From an optimization exercise on the open Yosys and OpenROAD flow, aimed at small area, a short achievable clock period and few clock cycles; shortcuts taken in it are not production practice. The RTL was checked by simulation tests, not by an equivalence proof against the original design. Power and IR drop assume default switching activity.

## flow/constraint.sdc

```tcl
create_clock -name core_clock -period 13.0 [get_ports {CLK}]
set_input_delay 2.6000 -clock core_clock [delete_from_list [all_inputs] [get_ports {CLK}]]
set_output_delay 2.6000 -clock core_clock [all_outputs]
set_load 0.01 [all_outputs]
```

## flow/config.mk

```make
export PLATFORM = sky130hd
export DESIGN_NAME = core
export DESIGN_NICKNAME = core
export VERILOG_FILES = /design/flow/design.v
export SDC_FILE = /design/flow/constraint.sdc
export NUM_CORES = 8
export LEC_CHECK = 0
export CAP_MARGIN = 20
export CORE_MARGIN = 2
export CORE_UTILIZATION = 40
export SLEW_MARGIN = 20
```

## flow/design.v

```verilog
module ctrl(
	input RST,
	input stallreq_from_if,
	input stallreq_from_id,
	input stallreq_from_ex,
	input stallreq_from_mem,
	output reg[5:0] stall
);
	always @ (*) begin
		if(RST == 1) begin
			stall <= 6'b000000;
		end else if (stallreq_from_mem == 1) begin
			stall <= 6'b011111;  
		end else if (stallreq_from_ex == 1) begin
			stall <= 6'b001111;
		end else if (stallreq_from_id == 1) begin
			stall <= 6'b000111;
		end else if (stallreq_from_if == 1) begin
			stall <= 6'b000011;
		end else begin
			stall <= 6'b000000;
		end
	end
endmodule
`timescale 1ns / 1ps
module pc_reg(
	input CLK,
	input RST,
	input wire[5:0] stall,
	input wire          branch_flag,
	input wire[31:0] branch_target_address,
	output reg[31:0] PC
);
	always @ (posedge CLK or posedge RST) begin
		if (RST) begin
			PC <= 32'h00000000;
		end else begin
			if(!stall[0]) begin
				if(branch_flag == 1) begin
					PC  <= branch_target_address;
				end else begin
					PC <= PC + 4;
				end
			end
		end
	end
endmodule
`timescale 1ns / 1ps
module IF_ID(
    input CLK,
    input RST,
    input [5:0] stall,
    input jmp_flag,
    input [31:0] if_pc,
    input [31:0] if_inst,
    output reg[31:0] id_pc,
    output reg[31:0] id_inst
);
    always @ (posedge CLK or posedge RST) begin
        if (RST) begin
            id_pc <= 32'h00000000;
            id_inst <= 32'h00000000;
        end else if((stall[1] == 1 && stall[2] == 0)) begin
            id_pc <= 32'h00000000;
            id_inst <= 32'h00000000;    
        end else if (stall[1] == 0 && jmp_flag) begin
            id_pc <= 32'h00000000;
            id_inst <= 32'h00000000;    
        end else if (stall[1] == 0) begin
            id_pc <= if_pc;
            id_inst <= if_inst;
        end
    end
endmodule
`timescale 1ns / 1ps
module ID
(
    input RST,
    input [31:0] addr, 
    input [31:0] inst_i,
    input [31:0] reg1_data, 
    input [31:0] reg2_data,
    input [4:0] ex_aluop,
    input               ex_reg_op,
	input [31:0] ex_data,
	input [4:0]  ex_rd,
    input               mem_reg_op,
	input [31:0] mem_data,
	input [4:0]  mem_rd,
    input is_in_delayslot_i,
    output reg [1:0]        reg1_op,                
    output reg [1:0]        reg2_op,
    output reg [4:0] reg1_addr,
    output reg [4:0] reg2_addr,
    output reg [4:0] ALU_op,
    output reg [31:0]   src_1,
    output reg [31:0]   src_2,
    output reg [4:0]    rd,
    output reg                 write_op,
    output wire[31:0]   inst_o,
    output reg [31:0]   mem_wdata,
    output reg                 next_inst_in_delayslot,
	output reg                 branch_flag,
	output reg [31:0]   branch_target_address,       
	output reg [31:0]   link_addr,
	output reg                 is_in_delayslot_o,
	output wire                stallreq
);
    reg instvalid;
    wire[31:0] pc_plus_8;
    wire[31:0] pc_plus_4;
    wire[31:0] imm_JAL;
    wire[31:0] imm_BRANCH;
    reg [31:0] imm;
    wire [6:0] funct7 = inst_i[31:25];
    wire [2:0] funct3 = inst_i[14:12];
    wire [6:0] opcode = inst_i[6:0];
    wire [4:0] rs1 = inst_i[19:15];
    wire [4:0] rs2 = inst_i[24:20];
    wire [4:0] rd_ = inst_i[11:7];
    reg stallreq_for_reg1_loadrelate;
    reg stallreq_for_reg2_loadrelate;
    wire pre_inst_is_load;
    assign pc_plus_8 = addr + 8;
    assign pc_plus_4 = addr + 4;
    assign imm_JAL = {{11{inst_i[31]}}, inst_i[31], inst_i[19:12], inst_i[20], inst_i[30:21], 1'b0};
    assign imm_BRANCH = {{19{inst_i[31]}}, inst_i[31], inst_i[7], inst_i[30:25], inst_i[11:8], 1'b0};
    assign stallreq = stallreq_for_reg1_loadrelate | stallreq_for_reg2_loadrelate;
    assign pre_inst_is_load = (ex_aluop == 5 || ex_aluop == 6 || ex_aluop == 7 || ex_aluop == 8 || ex_aluop == 9) ? 1 : 0;
    assign inst_o = inst_i;
    always @(*) begin
        ALU_op                 <= 0;
        rd                     <= 5'b00000;
        write_op               <= 1'b0;
        instvalid              <= 1'b0;
        reg1_op                <= 2'b00;
        reg2_op                <= 2'b00;
        reg1_addr              <= 5'b00000;
        reg2_addr              <= 5'b00000;
        imm                    <= 32'h0;
        link_addr              <= 32'h00000000;
        branch_target_address  <= 32'h00000000;
        branch_flag            <= 1'b0;
        next_inst_in_delayslot <= 1'b0;
        mem_wdata              <= 32'h00000000;
        if (RST) begin
            ALU_op                 <= 0;
			rd                     <= 5'b00000;
			write_op               <= 1'b0;
			instvalid              <= 1;
			reg1_op                <= 2'b00;
			reg2_op                <= 2'b00;
			reg1_addr              <= 5'b00000;
			reg2_addr              <= 5'b00000;
			imm                    <= 32'h0;	
			link_addr              <= 32'h00000000;
			branch_target_address  <= 32'h00000000;
			branch_flag            <= 1'b0;
			next_inst_in_delayslot <= 1'b0;	
            mem_wdata              <= 32'h00000000;
        end else begin
            case (opcode)
                7'b0110111: begin
                    ALU_op                 <= 1;
			        rd                     <= rd_;
			        write_op               <= 1'b1;
			        instvalid              <= 1;
			        reg1_op                <= 2'b10;
			        reg2_op                <= 2'b00;
			        reg1_addr              <= 5'b00000;
			        reg2_addr              <= 5'b00000;
			        imm                    <= {inst_i[31:12], 12'd0};	
			        link_addr              <= 32'h00000000;
			        branch_target_address  <= 32'h00000000;
			        branch_flag            <= 1'b0;
			        next_inst_in_delayslot <= 1'b0;
                    mem_wdata              <= 32'h00000000;
                end
                7'b0010111: begin
                    ALU_op                 <= 2;
			        rd                     <= rd_;
			        write_op               <= 1'b1;
			        instvalid              <= 1;
			        reg1_op                <= 2'b10;
			        reg2_op                <= 2'b11;
			        reg1_addr              <= 5'b00000;
			        reg2_addr              <= 5'b00000;
			        imm                    <= {inst_i[31:12], 12'd0};	
			        link_addr              <= 32'h00000000;
			        branch_target_address  <= 32'h00000000;
			        branch_flag            <= 1'b0;
			        next_inst_in_delayslot <= 1'b0;
                    mem_wdata              <= 32'h00000000;
                end
                7'b1101111: begin
                    ALU_op                 <= 3;
			        rd                     <= rd_;
			        write_op               <= 1'b1;
			        instvalid              <= 1;
			        reg1_op                <= 2'b00;
			        reg2_op                <= 2'b00;
			        reg1_addr              <= 5'b00000;
			        reg2_addr              <= 5'b00000;
			        imm                    <= 32'h00000000;	
			        link_addr              <= pc_plus_4;
			        branch_target_address  <= addr + imm_JAL;
			        branch_flag            <= 1'b1;
			        next_inst_in_delayslot <= 1'b0;
                    mem_wdata              <= 32'h00000000;
                end
                7'b1100111: begin
                    ALU_op                 <= 3;
			        rd                     <= rd_;
			        write_op               <= 1'b1;
			        instvalid              <= 1;
			        reg1_op                <= 2'b01;
			        reg2_op                <= 2'b00;
			        reg1_addr              <= rs1;
			        reg2_addr              <= 5'b00000;
			        imm                    <= 32'h00000000;	
			        link_addr              <= pc_plus_4;
			        branch_target_address  <= (src_1 + {{20{inst_i[31]}}, inst_i[31:20]}) & 32'hfffffffe;
			        branch_flag            <= 1'b1;
			        next_inst_in_delayslot <= 1'b0;
                    mem_wdata              <= 32'h00000000;
                end
                7'b1100011: begin
                    ALU_op                 <= 4;
			        rd                     <= rd_;
			        write_op               <= 1'b0;
			        instvalid              <= 1;
			        reg1_op                <= 2'b01;
			        reg2_op                <= 2'b01;
			        reg1_addr              <= rs1;
			        reg2_addr              <= rs2;
			        imm                    <= 32'h00000000;	
			        link_addr              <= 32'h00000000;
                    branch_target_address  <= addr + imm_BRANCH;
			        next_inst_in_delayslot <= 1'b0;
                    mem_wdata              <= 32'h00000000;
                    case (funct3)
                        3'b000: begin
                            branch_flag <= (src_1 == src_2) ? 1'b1 : 1'b0;
                        end
                        3'b001: begin
                            branch_flag <= (src_1 != src_2) ? 1'b1 : 1'b0;
                        end
                        3'b100: begin
                            branch_flag <= ($signed(src_1) < $signed(src_2)) ? 1'b1 : 1'b0;
                        end
                        3'b110: begin
                            branch_flag <= (src_1 < src_2) ? 1'b1 : 1'b0;
                        end
                        3'b101: begin
                            branch_flag <= ($signed(src_1) >= $signed(src_2)) ? 1'b1 : 1'b0;
                        end
                        3'b111: begin
                            branch_flag <= (src_1 >= src_2) ? 1'b1 : 1'b0;
                        end
                    endcase
                end
                7'b0000011: begin
			        write_op               <= 1'b1;
                    rd                     <= rd_;
			        instvalid              <= 1;
			        reg1_op                <= 2'b01;
			        reg2_op                <= 2'b00;
			        reg1_addr              <= rs1;
			        reg2_addr              <= 5'b00000;
			        imm                    <= 32'h00000000;
			        link_addr              <= 32'h00000000;
			        branch_target_address  <= 32'h00000000;
			        branch_flag            <= 1'b0;
			        next_inst_in_delayslot <= 1'b0;
                    mem_wdata              <= 32'h00000000;
                    case(funct3)
                        3'b000: begin
                            ALU_op  <= 5;
                        end
                        3'b001: begin
                            ALU_op  <= 6;
                        end
                        3'b010: begin
                            ALU_op  <= 7;
                        end
                        3'b100: begin
                            ALU_op  <= 8;
                        end
                        3'b101: begin
                            ALU_op  <= 9;
                        end
                    endcase
                end
                7'b0100011: begin
			        write_op               <= 1'b0;
                    rd                     <= rd_;
			        instvalid              <= 1;
			        reg1_op                <= 2'b01;
			        reg2_op                <= 2'b01;
			        reg1_addr              <= rs1;
			        reg2_addr              <= rs2;
			        imm                    <= 32'h00000000;
			        link_addr              <= 32'h00000000;
			        branch_target_address  <= 32'h00000000;
			        branch_flag            <= 1'b0;
			        next_inst_in_delayslot <= 1'b0;
                    mem_wdata              <= 32'h00000000;
                    case(funct3)
                        3'b000: begin
                            ALU_op  <= 10;
                        end
                        3'b001: begin
                            ALU_op  <= 11;
                        end
                        3'b010: begin
                            ALU_op  <= 12;
                        end
                    endcase
                end
                7'b0010011: begin
                    rd                     <= rd_;
			        write_op               <= 1'b1;
			        instvalid              <= 1;
			        reg1_op                <= 2'b01;
			        reg2_op                <= 2'b10;
			        reg1_addr              <= rs1;
			        reg2_addr              <= 5'b00000;
			        link_addr              <= 32'h00000000;
			        branch_target_address  <= 32'h00000000;
			        branch_flag            <= 1'b0;
			        next_inst_in_delayslot <= 1'b0;
                    mem_wdata              <= 32'h00000000;
                    case (funct3)
                        3'b000: begin
                            ALU_op                 <= 15;
                            imm                    <= {{20{inst_i[31]}}, inst_i[31:20]};	
                        end
                        3'b010: begin
                            ALU_op                 <= 22;
                            imm                    <= {{20{inst_i[31]}}, inst_i[31:20]};	
                        end
                        3'b011: begin
                            ALU_op                 <= 23;
                            imm                    <= {{20{inst_i[31]}}, inst_i[31:20]};	
                        end
                        3'b100: begin
                            ALU_op                 <= 16;
                            imm                    <= {{20{inst_i[31]}}, inst_i[31:20]};	
                        end
                        3'b110: begin
                            ALU_op                 <= 14;
                            imm                    <= {{20{inst_i[31]}}, inst_i[31:20]};	
                        end
                        3'b111: begin
                            ALU_op                 <= 13;
                            imm                    <= {{20{inst_i[31]}}, inst_i[31:20]};	
                        end
                        3'b001: begin
                            ALU_op                 <= 17;
                            imm                    <= {{20{inst_i[31]}}, inst_i[24:20]};	
                        end
                        3'b101: begin
                            case (funct7)
                                7'b0000000 :     ALU_op <= 18;
                                7'b0100000 :     ALU_op <= 19;
                            endcase
                            imm                    <= {27'd0, inst_i[24:20]};
                        end
                    endcase
                end
                7'b0110011: begin
                    rd                     <= rd_;
			        write_op               <= 1'b1;
			        instvalid              <= 1;
			        reg1_op                <= 2'b01;
			        reg2_op                <= 2'b01;
			        reg1_addr              <= rs1;
			        reg2_addr              <= rs2;
                    imm                    <= 32'h00000000;
			        link_addr              <= 32'h00000000;
			        branch_target_address  <= 32'h00000000;
			        branch_flag            <= 1'b0;
			        next_inst_in_delayslot <= 1'b0;
                    mem_wdata              <= 32'h00000000;
                    case (funct3)
                        3'b000: begin
                            case (funct7)
                                7'b0000000 :     ALU_op <= 15;
                                7'b0100000 :     ALU_op <= 20;
                            endcase
                        end
                        3'b001: begin
                            ALU_op                 <= 17;
                        end
                        3'b010: begin
                            ALU_op                 <= 22;
                        end
                        3'b011: begin
                            ALU_op                 <= 23;
                        end
                        3'b100: begin
                            ALU_op                 <= 16;
                        end
                        3'b110: begin
                            ALU_op                 <= 14;
                        end
                        3'b111: begin
                            ALU_op                 <= 13;
                        end
                        3'b101: begin
                            case (funct7)
                                7'b0000000 :     ALU_op <= 18;
                                7'b0100000 :     ALU_op <= 19;
                            endcase
                        end
                    endcase
                end
                default: begin
                    ALU_op                 <= 0;
                    rd                     <= 5'b00000;
                    write_op               <= 1'b0;
                    instvalid              <= 1'b0;
                    reg1_op                <= 2'b00;
                    reg2_op                <= 2'b00;
                    reg1_addr              <= 5'b00000;
                    reg2_addr              <= 5'b00000;
                    imm                    <= 32'h0;    
                    link_addr              <= 32'h00000000;
                    branch_target_address  <= 32'h00000000;
                    branch_flag            <= 1'b0;
                    next_inst_in_delayslot <= 1'b0;    
                end    
            endcase
        end
    end
    always @(*) begin
        stallreq_for_reg1_loadrelate <= 1'b0;
        src_1 <= reg1_data;
        if (RST) begin
            src_1 <= 5'b00000;
        end else begin
            case (reg1_op)
                2'b00: begin
                    src_1 <= 32'h00000000;
                end
                2'b01: begin
                    if (pre_inst_is_load && ex_reg_op && ex_rd == reg1_addr) begin
                        stallreq_for_reg1_loadrelate <= 1'b1;
                    end else if (ex_reg_op && (ex_rd == reg1_addr)&& (reg1_addr != 5'b00000)) begin
                        src_1 <= ex_data;
                    end else if (mem_reg_op && (mem_rd == reg1_addr)&& (reg1_addr != 5'b00000)) begin
                        src_1 <= mem_data;
                    end else begin
                        src_1 <= reg1_data;
                    end
                end
                2'b10: begin
                    src_1 <= imm;
                end
                2'b11: begin
                    src_1 <= addr;
                end
            endcase
		end
    end
    always @(*) begin
        stallreq_for_reg2_loadrelate <= 1'b0;
        src_2 <= reg2_data;
        if (RST) begin
            src_2 <= 5'b00000;
        end else begin
            case (reg2_op)
                2'b00: begin
                    src_2 <= 32'h00000000;
                end
                2'b01: begin
                    if (pre_inst_is_load && ex_reg_op && ex_rd == reg2_addr) begin
                        stallreq_for_reg2_loadrelate <= 1'b1;
                    end else if (ex_reg_op && (ex_rd == reg2_addr) && (reg2_addr != 5'b00000)) begin
                        src_2 <= ex_data;
                    end else if (mem_reg_op && (mem_rd == reg2_addr)&& (reg2_addr != 5'b00000)) begin
                        src_2 <= mem_data;
                    end else begin
                        src_2 <= reg2_data;
                    end
                end
                2'b10: begin
                    src_2 <= imm;
                end
                2'b11: begin
                    src_2 <= addr;
                end
            endcase
		end
    end
    always @(*) begin
		if(RST) begin
			is_in_delayslot_o <= 1'b0;
		end else begin
		    is_in_delayslot_o <= is_in_delayslot_i;		
	  end
	end
endmodule
`timescale 1ns / 1ps
module regist
(
    input CLK,
    input RST,
    input [1:0] read_op1, 
    input [1:0] read_op2,
    input [4:0] read_addr1, 
    input [4:0] read_addr2,
    input write_op,
    input [4:0] write_addr,
    input [31:0] write_data,
    output reg [31:0] read_data1, 
    output reg [31:0] read_data2
);
    reg [31:0] reg_val[31:0];
    integer i;
    always @(posedge CLK or posedge RST) begin
        if (RST) begin
            for (i = 0; i < 32; i = i + 1) begin
                reg_val[i] <= 32'h00000000;
            end
        end else begin
            if (write_op && write_addr != 5'b00000) begin
                reg_val[write_addr] <= write_data;
            end
        end
    end
    always @(*) begin
        if (RST) begin
            read_data1 <= 32'h00000000;
        end else begin
            if (read_op1 != 2'b00) begin
                if (write_op && write_addr == read_addr1 && write_addr != 5'b00000) begin
                    read_data1 <= write_data;
                end else begin
                    read_data1 <= reg_val[read_addr1];
                end
            end else begin
                read_data1 <= 32'h00000000;
            end
        end
    end
    always @(*) begin
        if (RST) begin
            read_data2 <= 32'h00000000;
        end else begin
            if (read_op2 != 2'b00) begin
                if (write_op && write_addr == read_addr2 && write_addr != 5'b00000) begin
                    read_data2 <= write_data;
                end else begin
                    read_data2 <= reg_val[read_addr2];
                end
            end else begin
                read_data2 <= 32'h00000000;
            end
        end
    end
endmodule
module ID_EX(
	input CLK,
	input RST,
	input [5:0] stall,
	input [4:0]          id_AluOp,
	input [31:0]            id_reg1,
	input [31:0]            id_reg2,
	input [4:0]             id_rd,
	input                          id_rd_op,
	input [31:0]            id_link_address,
	input                          id_delayslot,
	input                          next_delayslot,		
	input [31:0]            id_inst,
	input [31:0]            id_mem_wdata,
	output reg [4:0]     ex_AluOp,
	output reg [31:0]       ex_reg1,
	output reg [31:0]       ex_reg2,
	output reg [4:0]        ex_rd,
	output reg                     ex_rd_op,
	output reg [31:0]       ex_link_address,
    output reg                     ex_is_in_delayslot,
	output reg                     is_in_delayslot,
	output reg [31:0]       ex_inst,
	output reg [31:0]       ex_mem_wdata
);
	always @ (posedge CLK) begin
		if (RST) begin
			ex_AluOp           <= 0;
			ex_reg1            <= 32'h00000000;
			ex_reg2            <= 32'h00000000;
			ex_rd              <= 5'd0;
			ex_rd_op           <= 0;
			ex_link_address    <= 32'h00000000;
			ex_is_in_delayslot <= 0;
	        is_in_delayslot    <= 0;
	        ex_inst            <= 32'h00000000;
			ex_mem_wdata           <= 32'h00000000;
		end else if(stall[2] && !stall[3]) begin
			ex_AluOp           <= 0;
			ex_reg1            <= 32'h00000000;
			ex_reg2            <= 32'h00000000;
			ex_rd              <= 5'd0;
			ex_rd_op           <= 0;
			ex_link_address    <= 32'h00000000;
			ex_is_in_delayslot <= 0;
	        ex_inst            <= 32'h00000000;
			ex_mem_wdata           <= 32'h00000000;
		end else if(!stall[2]) begin
            ex_AluOp           <= id_AluOp;
			ex_reg1            <= id_reg1;
			ex_reg2            <= id_reg2;
			ex_rd              <= id_rd;
			ex_rd_op           <= id_rd_op;
			ex_link_address    <= id_link_address;
			ex_is_in_delayslot <= id_delayslot;
            is_in_delayslot    <= next_delayslot;
	        ex_inst            <= id_inst;
			ex_mem_wdata           <= id_mem_wdata;		
		end
	end
endmodule
`timescale 1ns / 1ps
module EX(
    input RST,
    input [4:0] AluOP,
    input [31:0]   src1,
    input [31:0]   src2,
    input [4:0]    rd,
    input                 rd_op,
    input [31:0]   inst_i,
    input [31:0]   mem_wdata_i,
    input [31:0]   link_address_i,
    input                 is_in_delayslot_i,    
    output reg[4:0]     rd_o,
    output reg                 rd_op_o,
    output reg[31:0]    rd_data,
    output wire[31:0]   mem_wdata_o,
    output wire[4:0] AluOP_o,
    output reg[31:0]    mem_addr_o,
    output reg                 stallreq  
    );
    assign AluOP_o = AluOP;
    assign mem_wdata_o = src2;
    wire [31:0] load_addr;
    wire [31:0] store_addr;
    assign load_addr = {{20{inst_i[31]}}, inst_i[31:20]};
    assign store_addr = {{20{inst_i[31]}}, inst_i[31:25], inst_i[11:7]};
    always @(*) begin
        rd_data    <= 32'h00000000;
        mem_addr_o <= 32'h00000000;
        stallreq   <= 1'b0;
        if(RST) begin
            rd_o       <= 5'b00000;
            rd_op_o    <= 1'b0;
            rd_data    <= 32'h00000000;
            mem_addr_o <= 32'h00000000;
        end else begin
            rd_o     <= rd;
            rd_op_o  <= rd_op;
            stallreq <= 1'b0;
            case(AluOP)
                1  :   rd_data <= src1;
                2:   rd_data <= src1 + src2;
                15  :   rd_data <= src1 + src2;
                20  :   rd_data <= src1 - src2;
                13  :   rd_data <= src1 & src2;
                14   :   rd_data <= src1 | src2;
                16  :   rd_data <= src1 ^ src2;
                17  :   rd_data <= src1 << src2[4:0];
                18  :   rd_data <= src1 >> src2[4:0];
                19  :   rd_data <= $signed(src1) >>> src2[4:0];
                21  :   rd_data <= src1 == src2 ? 32'b1 : 32'b0;
                22  :   rd_data <= $signed(src1) < $signed(src2) ? 32'b1 : 32'b0;
                23 :   rd_data <= src1 < src2 ? 32'b1 : 32'b0;
                5   :   mem_addr_o <= src1 + load_addr;
                6   :   mem_addr_o <= src1 + load_addr;
                7   :   mem_addr_o <= src1 + load_addr;
                8  :   mem_addr_o <= src1 + load_addr;
                9  :   mem_addr_o <= src1 + load_addr;
                10   :   mem_addr_o <= src1 + store_addr;
                11   :   mem_addr_o <= src1 + store_addr;
                12   :   mem_addr_o <= src1 + store_addr;
                default   :   rd_data <= link_address_i;
            endcase
        end
    end
endmodule
`timescale 1ns / 1ps
module EX_MEM(
	input CLK,
	input RST,
	input [5:0]	stall,	
	input [4:0]    ex_rd,
	input                 ex_rd_op,
	input [31:0]	  ex_rd_data, 	
    input [4:0] ex_aluop,
	input [31:0]   ex_mem_addr,
	input [31:0]   ex_mem_wdata,
	output reg[4:0]    mem_rd,
	output reg                mem_rd_op,
	output reg[31:0]   mem_rd_data,
    output reg[4:0] mem_aluop,
	output reg[31:0]   mem_mem_addr,
	output reg[31:0]   mem_mem_wdata
);
	always @ (posedge CLK or posedge RST) begin
		if(RST) begin
            mem_rd        <= 5'b00000;
			mem_rd_op     <= 1'b0;
		    mem_rd_data   <= 32'h00000000;	
  		    mem_aluop     <= 0;
			mem_mem_addr  <= 32'h00000000;
			mem_mem_wdata <= 32'h00000000;
		end else if(stall[3] && !stall[4]) begin
			mem_rd        <= 5'b00000;
			mem_rd_op     <= 1'b0;
		    mem_rd_data   <= 32'h00000000;
  		    mem_aluop     <= 0;
			mem_mem_addr  <= 32'h00000000;
			mem_mem_wdata <= 32'h00000000;
		end else if(!stall[3]) begin
			mem_rd        <= ex_rd;
			mem_rd_op     <= ex_rd_op;
			mem_rd_data   <= ex_rd_data;	
  		    mem_aluop     <= ex_aluop;
			mem_mem_addr  <= ex_mem_addr;
			mem_mem_wdata <= ex_mem_wdata;
	    end
	end
endmodule
module mem(
    input RST,
    input [4:0]      rd,
    input                   rd_op,
    input [31:0]     rd_data,
    input [4:0]   AluOP,
    input [31:0]     mem_addr,
    input [31:0]     mem_wdata_i,
    input [31:0]     mem_data,
    input busy,
    output reg[4:0]  rd_o,
    output reg              rd_op_o,
    output reg[31:0] rd_data_o,
    output reg[31:0] mem_addr_o,
    output reg              mem_write,
    output reg              mem_read,
    output reg[3:0]         mem_mask,
    output reg[31:0] mem_wdata,
    output reg              stallreq
);
    always @(*) begin
        rd_data_o <= 32'h00000000;
        if (RST) begin
            rd_o       <= 5'b00000;
            rd_op_o    <= 1'b0;
            rd_data_o  <= 32'h00000000;
            mem_addr_o <= 32'h00000000;
            mem_write  <= 1'b0;
            mem_read   <= 1'b0;
            mem_mask   <= 4'b0000;
            mem_wdata  <= 32'h00000000;
            stallreq   <= 1'b0;
        end
        else begin
            stallreq <= busy;
            rd_o     <= rd;
            rd_op_o  <= rd_op;
            case (AluOP)
                5: begin
                    mem_addr_o <= {mem_addr[31:2], 2'b00};
                    mem_write  <= 1'b0;
                    mem_read   <= 1'b1;
                    mem_mask   <= 4'b0000;
                    mem_wdata  <= 32'h00000000;
                    case (mem_addr[1:0])
                        2'b00: rd_data_o  <= {{24{mem_data[7]}}, mem_data[7:0]};
                        2'b01: rd_data_o  <= {{24{mem_data[15]}}, mem_data[15:8]};
                        2'b10: rd_data_o  <= {{24{mem_data[23]}}, mem_data[23:16]};
                        2'b11: rd_data_o  <= {{24{mem_data[31]}}, mem_data[31:24]};
                    endcase
                end
                8: begin
                    mem_addr_o <= {mem_addr[31:2], 2'b00};
                    mem_write  <= 1'b0;
                    mem_read   <= 1'b1;
                    mem_mask   <= 4'b0000;
                    mem_wdata  <= 32'h00000000;
                    case (mem_addr[1:0])
                        2'b00: rd_data_o  <= {24'b0, mem_data[7:0]};
                        2'b01: rd_data_o  <= {24'b0, mem_data[15:8]};
                        2'b10: rd_data_o  <= {24'b0, mem_data[23:16]};
                        2'b11: rd_data_o  <= {24'b0, mem_data[31:24]};
                    endcase
                end
                6: begin
                    mem_addr_o <= {mem_addr[31:2], 2'b00};
                    mem_write  <= 1'b0;
                    mem_read   <= 1'b1;
                    mem_mask   <= 4'b0000;
                    mem_wdata  <= 32'h00000000;
                    case (mem_addr[1:0])
                        2'b00: rd_data_o  <= {{16{mem_data[15]}}, mem_data[15:0]};
                        2'b10: rd_data_o  <= {{16{mem_data[31]}}, mem_data[31:16]};
                    endcase
                end
                9: begin
                    mem_addr_o <= {mem_addr[31:2], 2'b00};
                    mem_write  <= 1'b0;
                    mem_read   <= 1'b1;
                    mem_mask   <= 4'b0000;
                    mem_wdata  <= 32'h00000000;
                    case (mem_addr[1:0])
                        2'b00: rd_data_o  <= {16'b0, mem_data[15:0]};
                        2'b10: rd_data_o  <= {16'b0, mem_data[31:16]};
                    endcase
                end
                7: begin
                    mem_addr_o <= {mem_addr[31:2], 2'b00};
                    mem_write  <= 1'b0;
                    mem_read   <= 1'b1;
                    mem_mask   <= 4'b0000;
                    mem_wdata  <= 32'h00000000;
                    rd_data_o  <= mem_data;
                end
                10: begin
                    mem_addr_o <= {mem_addr[31:2], 2'b00};
                    mem_write  <= 1'b1;
                    mem_read   <= 1'b0;
                    mem_mask   <= 1'b1 << mem_addr[1:0];
                    mem_wdata  <= mem_wdata_i << (8 * mem_addr[1:0]);
                    rd_data_o  <= 32'h00000000;
                end
                11: begin
                    mem_addr_o <= {mem_addr[31:2], 2'b00};
                    mem_write  <= 1'b1;
                    mem_read   <= 1'b0;
                    mem_mask   <= 2'b11 << mem_addr[1:0];
                    mem_wdata  <= mem_wdata_i << (8 * mem_addr[1:0]);
                    rd_data_o  <= 32'h00000000;
                end
                12: begin
                    mem_addr_o <= {mem_addr[31:2], 2'b00};
                    mem_write  <= 1'b1;
                    mem_read   <= 1'b0;
                    mem_mask   <= 4'b1111;
                    mem_wdata  <= mem_wdata_i;
                    rd_data_o  <= 32'h00000000;
                end
                default: begin
                    rd_data_o  <= rd_data;
                    mem_addr_o <= 32'h00000000;
                    mem_write  <= 1'b0;
                    mem_read   <= 1'b0;
                    mem_mask   <= 4'b0000;
                    mem_wdata  <= 32'h00000000;
                end
            endcase
        end
    end
endmodule
module mem_wb(
	input CLK,
	input RST,
	input [5:0]             stall,	
	input [4:0]      mem_rd,
	input                   mem_rd_op,
	input [31:0]	    mem_rd_data,
	output reg[4:0]  wb_rd,
	output reg              wb_rd_op,
	output reg[31:0]	wb_rd_data
);
	always @ (posedge CLK) begin
		if(RST) begin
			wb_rd      <= 5'b00000;
			wb_rd_op   <= 1'b0;
		  	wb_rd_data <= 32'h00000000;
		end else if(stall[4] && !stall[5]) begin
			wb_rd      <= 5'b00000;
			wb_rd_op   <= 1'b0;
		  	wb_rd_data <= 32'h00000000;
		end else if(!stall[4]) begin
			wb_rd      <= mem_rd;
			wb_rd_op   <= mem_rd_op;
		  	wb_rd_data <= mem_rd_data;		
		end
	end
endmodule
`timescale 1ns / 1ps
module core(
	input CLK,
	input RST,
	output wire [31:0]   imem_addr,
	input       [31:0]   imem_data,
	output wire                 dmem_read,
	output wire                 dmem_write,
	output wire [31:0]   dmem_addr,
	output wire [31:0]   dmem_wdata,
	output wire [3:0]           dmem_mask,
	input       [31:0]   dmem_rdata
);
	wire[31:0] pc;
	wire[31:0] id_pc_i;
	wire[31:0] id_inst_i;
	wire[4:0] id_aluop_o;
	wire[31:0] id_reg1_o;
	wire[31:0] id_reg2_o;
	wire id_reg_op_o;
	wire[4:0] id_rd_o;
	wire id_is_in_delayslot_o;
	wire[31:0] id_link_address_o;
	wire[31:0] id_inst_o;
	wire[31:0] id_mem_wdata_o;
	wire[4:0] ex_aluop_i;
	wire[31:0] ex_reg1_i;
	wire[31:0] ex_reg2_i;
	wire ex_reg_op_i;
	wire[4:0] ex_rd_i;
	wire ex_is_in_delayslot_i;
	wire[31:0] ex_link_address_i;
	wire[31:0] ex_inst_i;
	wire[31:0] ex_mem_wdata_i;
	wire ex_reg_op_o;
	wire[4:0] ex_rd_o;
	wire[31:0] ex_data_o;
	wire[31:0] ex_mem_wdata_o;
	wire[4:0] ex_aluop_o;
	wire[31:0] ex_mem_addr_o;
	wire mem_reg_op_i;
	wire[4:0] mem_rd_i;
	wire[31:0] mem_data_i;
	wire[31:0] mem_mem_wdata_i;
	wire[4:0] mem_aluop_i;
	wire[31:0] mem_mem_addr_i;
	wire mem_reg_op_o;
	wire[4:0] mem_rd_o;
	wire[31:0] mem_data_o;
	wire wb_reg_op_i;
	wire[4:0] wb_rd_i;
	wire[31:0] wb_data_i;
	wire[1:0] reg1_read;
	wire[1:0] reg2_read;
	wire[31:0] reg1_data;
	wire[31:0] reg2_data;
	wire[4:0] reg1_addr;
	wire[4:0] reg2_addr;
	wire is_in_delayslot_i;
	wire next_inst_in_delayslot_o;
	wire id_branch_flag_o;
	wire[31:0] branch_target_address;
	wire [5:0] stall;
	wire stallreq_from_id;
	wire stallreq_from_ex;
	wire stallreq_from_mem;
	pc_reg pc_reg0(
		.CLK(CLK),
		.RST(RST),
		.stall(stall),
		.branch_flag(id_branch_flag_o),
		.branch_target_address(branch_target_address),
		.PC(pc)
	);
	assign imem_addr = pc;
	IF_ID if_id0(
		.CLK(CLK),
		.RST(RST),
		.stall(stall),
		.jmp_flag(id_branch_flag_o),
		.if_pc(pc),
		.if_inst(imem_data),
		.id_pc(id_pc_i),
		.id_inst(id_inst_i)
	);
	ID id0(
		.RST(RST),
		.addr(id_pc_i),
		.inst_i(id_inst_i),
		.reg1_data(reg1_data),
		.reg2_data(reg2_data),
		.ex_aluop(ex_aluop_o),
		.ex_reg_op(ex_reg_op_o),
		.ex_data(ex_data_o),
		.ex_rd(ex_rd_o),
		.mem_reg_op(mem_reg_op_o),
		.mem_data(mem_data_o),
		.mem_rd(mem_rd_o),
		.is_in_delayslot_i(is_in_delayslot_i),
		.reg1_op(reg1_read),
		.reg2_op(reg2_read),
		.reg1_addr(reg1_addr),
		.reg2_addr(reg2_addr),
		.ALU_op(id_aluop_o),
		.src_1(id_reg1_o),
		.src_2(id_reg2_o),
		.rd(id_rd_o),
		.write_op(id_reg_op_o),
		.inst_o(id_inst_o),
		.mem_wdata(id_mem_wdata_o),
		.next_inst_in_delayslot(next_inst_in_delayslot_o),
		.branch_flag(id_branch_flag_o),
		.branch_target_address(branch_target_address),
		.link_addr(id_link_address_o),
		.is_in_delayslot_o(id_is_in_delayslot_o),
		.stallreq(stallreq_from_id)
	);
	regist regfile(
		.CLK (CLK),
		.RST (RST),
		.write_op   (wb_reg_op_i),
		.write_addr (wb_rd_i),
		.write_data (wb_data_i),
		.read_op1   (reg1_read),
		.read_addr1 (reg1_addr),
		.read_data1 (reg1_data),
		.read_op2   (reg2_read),
		.read_addr2 (reg2_addr),
		.read_data2 (reg2_data)
	);
	ID_EX id_ex0(
		.CLK(CLK),
		.RST(RST),
		.stall(stall),
		.id_AluOp(id_aluop_o),
		.id_reg1(id_reg1_o),
		.id_reg2(id_reg2_o),
		.id_rd(id_rd_o),
		.id_rd_op(id_reg_op_o),
		.id_link_address(id_link_address_o),
		.id_delayslot(id_is_in_delayslot_o),
		.next_delayslot(next_inst_in_delayslot_o),
		.id_inst(id_inst_o),
		.id_mem_wdata(id_mem_wdata_o),
		.ex_AluOp(ex_aluop_i),
		.ex_reg1(ex_reg1_i),
		.ex_reg2(ex_reg2_i),
		.ex_rd(ex_rd_i),
		.ex_rd_op(ex_reg_op_i),
		.ex_link_address(ex_link_address_i),
		.ex_is_in_delayslot(ex_is_in_delayslot_i),
		.is_in_delayslot(is_in_delayslot_i),
		.ex_inst(ex_inst_i),
		.ex_mem_wdata(ex_mem_wdata_i)
	);
	EX ex0(
		.RST(RST),
		.AluOP(ex_aluop_i),
		.src1(ex_reg1_i),
		.src2(ex_reg2_i),
		.rd(ex_rd_i),
		.rd_op(ex_reg_op_i),
		.inst_i(ex_inst_i),
		.mem_wdata_i(ex_mem_wdata_i),
		.link_address_i(ex_link_address_i),
		.is_in_delayslot_i(ex_is_in_delayslot_i),
		.rd_o(ex_rd_o),
		.rd_op_o(ex_reg_op_o),
		.rd_data(ex_data_o),
		.mem_wdata_o(ex_mem_wdata_o),
		.AluOP_o(ex_aluop_o),
		.mem_addr_o(ex_mem_addr_o),
		.stallreq(stallreq_from_ex)
	);
	EX_MEM ex_mem0(
		.CLK(CLK),
		.RST(RST),
		.stall(stall),
		.ex_rd(ex_rd_o),
		.ex_rd_op(ex_reg_op_o),
		.ex_rd_data(ex_data_o),
		.ex_aluop(ex_aluop_o),
		.ex_mem_addr(ex_mem_addr_o),
		.ex_mem_wdata(ex_mem_wdata_o),
		.mem_rd(mem_rd_i),
		.mem_rd_op(mem_reg_op_i),
		.mem_rd_data(mem_data_i),
		.mem_aluop(mem_aluop_i),
		.mem_mem_addr(mem_mem_addr_i),
		.mem_mem_wdata(mem_mem_wdata_i)
	);
	mem mem0(
		.RST(RST),
		.rd(mem_rd_i),
		.rd_op(mem_reg_op_i),
		.rd_data(mem_data_i),
		.AluOP(mem_aluop_i),
		.mem_addr(mem_mem_addr_i),
		.mem_wdata_i(mem_mem_wdata_i),
		.mem_data(dmem_rdata),
		.busy(1'b0),
		.rd_o(mem_rd_o),
		.rd_op_o(mem_reg_op_o),
		.rd_data_o(mem_data_o),
		.mem_addr_o(dmem_addr),
		.mem_write(dmem_write),
		.mem_read(dmem_read),
		.mem_mask(dmem_mask),
		.mem_wdata(dmem_wdata),
		.stallreq(stallreq_from_mem)
	);
	mem_wb mem_wb0(
		.CLK(CLK),
		.RST(RST),
		.stall(stall),
		.mem_rd(mem_rd_o),
		.mem_rd_op(mem_reg_op_o),
		.mem_rd_data(mem_data_o),
		.wb_rd(wb_rd_i),
		.wb_rd_op(wb_reg_op_i),
		.wb_rd_data(wb_data_i)
	);
	ctrl ctrl0(
		.RST(RST),
		.stallreq_from_if(1'b0),
		.stallreq_from_id(stallreq_from_id),
		.stallreq_from_ex(stallreq_from_ex),
		.stallreq_from_mem(stallreq_from_mem),
		.stall(stall)
	);
endmodule
```

## flow/run.sh

```bash
#!/bin/bash
# synth_recipe.tcl (not shown) runs the flow's synth.tcl, then flattens the netlist and writes it again
# the make line also repeats each setting of config.mk as NAME=value (left out here)
make -C /OpenROAD-flow-scripts/flow DESIGN_CONFIG=/design/flow/config.mk WORK_HOME=/design/flow/orfs CLKGATE_MAP_FILE= SYNTH_SCRIPT=/design/flow/synth_recipe.tcl finish
```

==> run notes <==
Critical path:
- In this design, the critical path's most frequently occurring cell is a21o_1.
- The data arrival time of the critical path is 11.72 ns.
- The endpoint type of the worst setup path is a flip-flop.
- The longest individual stage delay on the worst path is 1.02 ns.
- In this run the worst path has a maximum fanout of 50.
- The type of the worst setup path is primary input to flip-flop.
- The data required time at the worst endpoint is 13.74 ns.
- The type of origin of the critical path is a primary input.
- The slowest cell on the critical path is nor3_1.

Yosys:
- The register area share after synthesis is 41.0%.
- The synthesized flop and latch total is 1389.
- By area the synthesized netlist is led by dfrtp_1 (37%), mux2_2 (14%), a22oi_1 (4.1%).
- The dominant synthesized flop cell is dfrtp_1.
- The async set-reset flop share out of synthesis is 88.3%.
- Dividing the synthesized area by the synthesized cell count gives 9.76 µm².
- The synthesized design contains 0 enable-type register cells.
- The unique cell type count in the Yosys netlist is 115.
- The total number of yosys warnings is 11.
- The mapped netlist covers 82900 µm².
- Summed over its instances, the top area cell type makes up 37.0% of the synthesized netlist area.
- The largest area contributor in the netlist is dfrtp_1.
- The cell count after synthesis came out at 8494.

Global routing:
- The initial antenna violation count came to 25.
- The via count of the first global-routing pass is 77600.
- The total global routing track utilization is 40.3%.
- The total overflow left after global routing is 0.
- Entering global routing, the biggest net connects 196 pins.
- The first global-routing pass estimated 607000 µm of wire.

Clock network:
- Clock tree synthesis inserted a total of 157 buffers.
- The clock-pin transition on the worst setup and hold timing paths is 0.06 ns.
- The H-tree depth reported by CTS is 4.
- Buffers added to address setup during post-CTS repair amount to 0.
- The TritonCTS clock tree is yes.
- The source-to-sink clock delay at the later pin of the worst-skew pair is 0.86 ns.
- The clock sink count is 1389.
- The buffer depth of the longest clock path is 3.
- The cell sitting at the root of the clock tree is a clkbuf_16.
- The post-cts repair resize count is 0.
- The post-cts hold buffer count is 0.

Detailed routing:
- The total via count after detailed routing is 81200.
- The number of iterations in the first detailed-routing pass is 17.
- The final routed wirelength across all metal layers is 439000 µm.
- Once detail routing completed, the nets flagged for antenna violations numbered 0.
- The DRC violations left is 0.
- The average vias per placed instance is 7.21.
- In this run, the number of DRC markers left after iteration 0 of detailed routing was 15200.
- The mean routed wirelength per cell is 38.9 µm.

Cells and area:
- The fraction of layout instances using a drive strength above 1 is 22.0%.
- The top cell types in the final layout, fill and taps aside, are dfrtp_1 (1225), mux2_2 (1007), nand2_1 (658), nor2_1 (553), a22oi_1 (453).
- In the final design database the tool counted 8703 nets.
- From synthesis to final layout, the design area changed by 13.7%.
- The library cell used most frequently in the layout, excluding fill and tap cells, is dfrtp_1.

STA:
- The number of hold-slack violations in the final timing report is 0.
- The worst hold slack is 0.371 ns.
- The slew at the pin with the worst max-slew slack is 1.32 ns.
- Subtracting the final worst setup slack from the clock period gives 10.98 ns.
- The final worst setup slack is 2.02 ns.
- The portion of the clock cycle consumed by the worst path in the final layout is 84.4%.
- The headroom to the max-slew limit is 12.0%.
- Setup violations remaining at the end of the flow were counted as 0.
- Setup repair after global routing left no endpoint under its margin.
- The total count of max-transition violations in the final report came to 0.
- The worst-case clock skew is 0.0779 ns.
- After routing, the total negative slack on setup checks comes to 0 ns.
- Derived from the worst setup path, the maximum achievable clock frequency is 91.1 MHz.

Floorplan:
- The floorplan step set the die width to 459 µm.
- The total number of placement rows is 167.
- The top-level port count is 168.
- Once the floorplan was initialized, standard cells occupied 40.1% of the core.
- The core outline area is 206000 µm².
- The floorplan step defined a die boundary enclosing 211000 µm².
- The die extent in y is 459 µm.

Power:
- The total power density per cell area is 108 nW/µm².
- The analysis attributes to cell leakage a power of 40.8 nW.
- Across the VDD grid, the largest voltage drop is 0.142 mV.

Placed design:
- The half-perimeter wire length after detailed placement is 292000 µm.
- Prior to clock tree synthesis, the placed netlist has a worst setup slack of 1.76 ns.
- The count of port buffers added during placement is 165.
- At the end of routability-driven placement, the weighted congestion stood at 1.02.

Run status:
- The run finished with no timing, DRC or antenna violations.

Min path:
- The min-delay analysis places its worst path in the category flip-flop to flip-flop.

Job:
- The number of violations of the max-capacitance limit is 0.
flip-flops by register name, summed over array words and instances (netlist names), 5 cells and up:
name,cells
id_ex0.ex_reg2,32
mem_wb0.wb_rd,5
ex_mem0.mem_aluop,5
id_ex0.ex_link_address,32
ex_mem0.mem_rd_data,32
ex_mem0.mem_mem_wdata,32
if_id0.id_inst,32
id_ex0.ex_reg1,32
ex_mem0.mem_mem_addr,32
pc_reg0.PC,32
regfile.reg_val,1024
if_id0.id_pc,32
id_ex0.ex_inst,17
mem_wb0.wb_rd_data,32
id_ex0.ex_AluOp,5
ex_mem0.mem_rd,5
id_ex0.ex_rd,5
final timing paths:
kind	cells after the start	endpoint	start	slack [ns]
max in group asynchronous	7	regfile.reg_val[19][4]	RST	7.01
min in group asynchronous	2	regfile.reg_val[28][2]	RST	1.96
worst max-delay path	31	pc_reg0.PC[27]	RST	2.02
worst max register to register	33	pc_reg0.PC[27]	id_ex0.ex_reg2[0]	2.31
worst min register to register	0	ex_mem0.mem_mem_wdata[20]	id_ex0.ex_reg2[20]	0.37
worst min-delay path	0	ex_mem0.mem_mem_wdata[20]	id_ex0.ex_reg2[20]	0.37
metal layers:
metal	wire (µm)	up-vias	global-route usage, %
met1	158000	40400	48.2
met2	187000	6638	60.3
met5	460	-	0.918
li1	-	32000	-
met3	53100	2242	13.5
met4	40900	30	29.2
area by class of cell:
cell class | instances | area, µm²
fill | 19500 | 112000
multi-input combinational | 6151 | 46000
sequential | 1389 | 34000
timing repair buffer | 532 | 4620
clock buffer | 215 | 4490
tap | 2704 | 3380
clock inverter | 78 | 1010
inverter | 183 | 694
antenna | 12 | 30.0
report_power, final:
group	leakage, nW	internal (mW)	total [mW]	switching [mW]
Combinational	19.9	0.313	0.867	0.554
Clock	2.69	2.75	4.78	2.03
Sequential	18.3	4.38	4.55	0.168
Total	40.8	7.45	10.2	2.75
critical path: cells and delay by family:
family	cells	cell delay (ns)
adder cells (fa/ha/maj)	1	0.43
buffers and inverters	3	0.85
AO/OA/AOI/OAI	16	4.17
AND/OR/NAND/NOR	11	3.57
synth_stat cells, types with 50 or more instances:
cell,number
nand4_1,152
nor2_1,605
a21oi_1,342
xnor2_1,67
nor3_1,144
and3_1,54
a211oi_1,65
nand2b_1,51
o21ai_0,367
a221o_1,51
o211ai_1,95
a222oi_1,131
dfxtp_1,162
a22oi_1,453
clkbuf_1,638
inv_1,179
xor2_1,50
o22ai_1,54
dfrtp_1,1227
a22o_1,131
nand2_1,667
nor2b_1,67
and2_1,107
mux2_2,1007
mux2i_1,76
nand3_1,229
buf_1,89
a221oi_1,242
a21o_1,80
ha_1,219
kinds of logic (layout without fill, tap and decap cells):
kind of cell / after synthesis / count (layout) / synth area share (%)
AO/OA/AOI/OAI: 2426 / 2426 / 21.4
buffers and inverters: 955 / 1008 / 4.42
XOR/XNOR: 117 / 117 / 1.24
multiplexers: 1119 / 1119 / 15.6
AND/OR/NAND/NOR: 2263 / 2263 / 13.0
flip-flops: 1389 / 1389 / 41.0
other: 1 / 14 / 0.00452
adder cells (fa/ha/maj): 224 / 224 / 3.42
through the flow:
stage	total power, mW	util, %	cell area [µm²]	std cells
global placement	5.48	42.9	88600	11000
global route	10.5	45.6	94200	11300
floorplan	5.05	-	82900	8495
detailed placement	5.48	42.9	88600	11000
finish	10.2	45.7	94200	11300
CTS	10.2	45.6	94100	11200

[re-timing with driven ports]
The results above use ideal ports. As a check the final layout listed here was re-extracted and re-timed, cells and wires unchanged. Step 1 sets driving cells, clkbuf_16 on the clock port and buf_2 on the other inputs (assumed; they add their load-dependent delay and slew). Step 2 times the ports against the registers' clock, not the clock port: input delays grow and output delays shrink by t, the midpoint of the rising clock arrivals with the driver on. a / b / c = no drivers / after step 1 / after step 2; a / b = the first two.
t, ns: 0.913
slack for setup (ns): 2.022 / 2.068 / 1.155
hold WS [ns]: 0.371 / 0.371 / 0.371
worst setup path at the end: input to register
worst slew at a driven data input, ns: 0.05
After both steps this run still meets setup and hold. For this run, drivers alone change the setup slack by +0.046 ns; drivers and shift together by -0.867 ns.
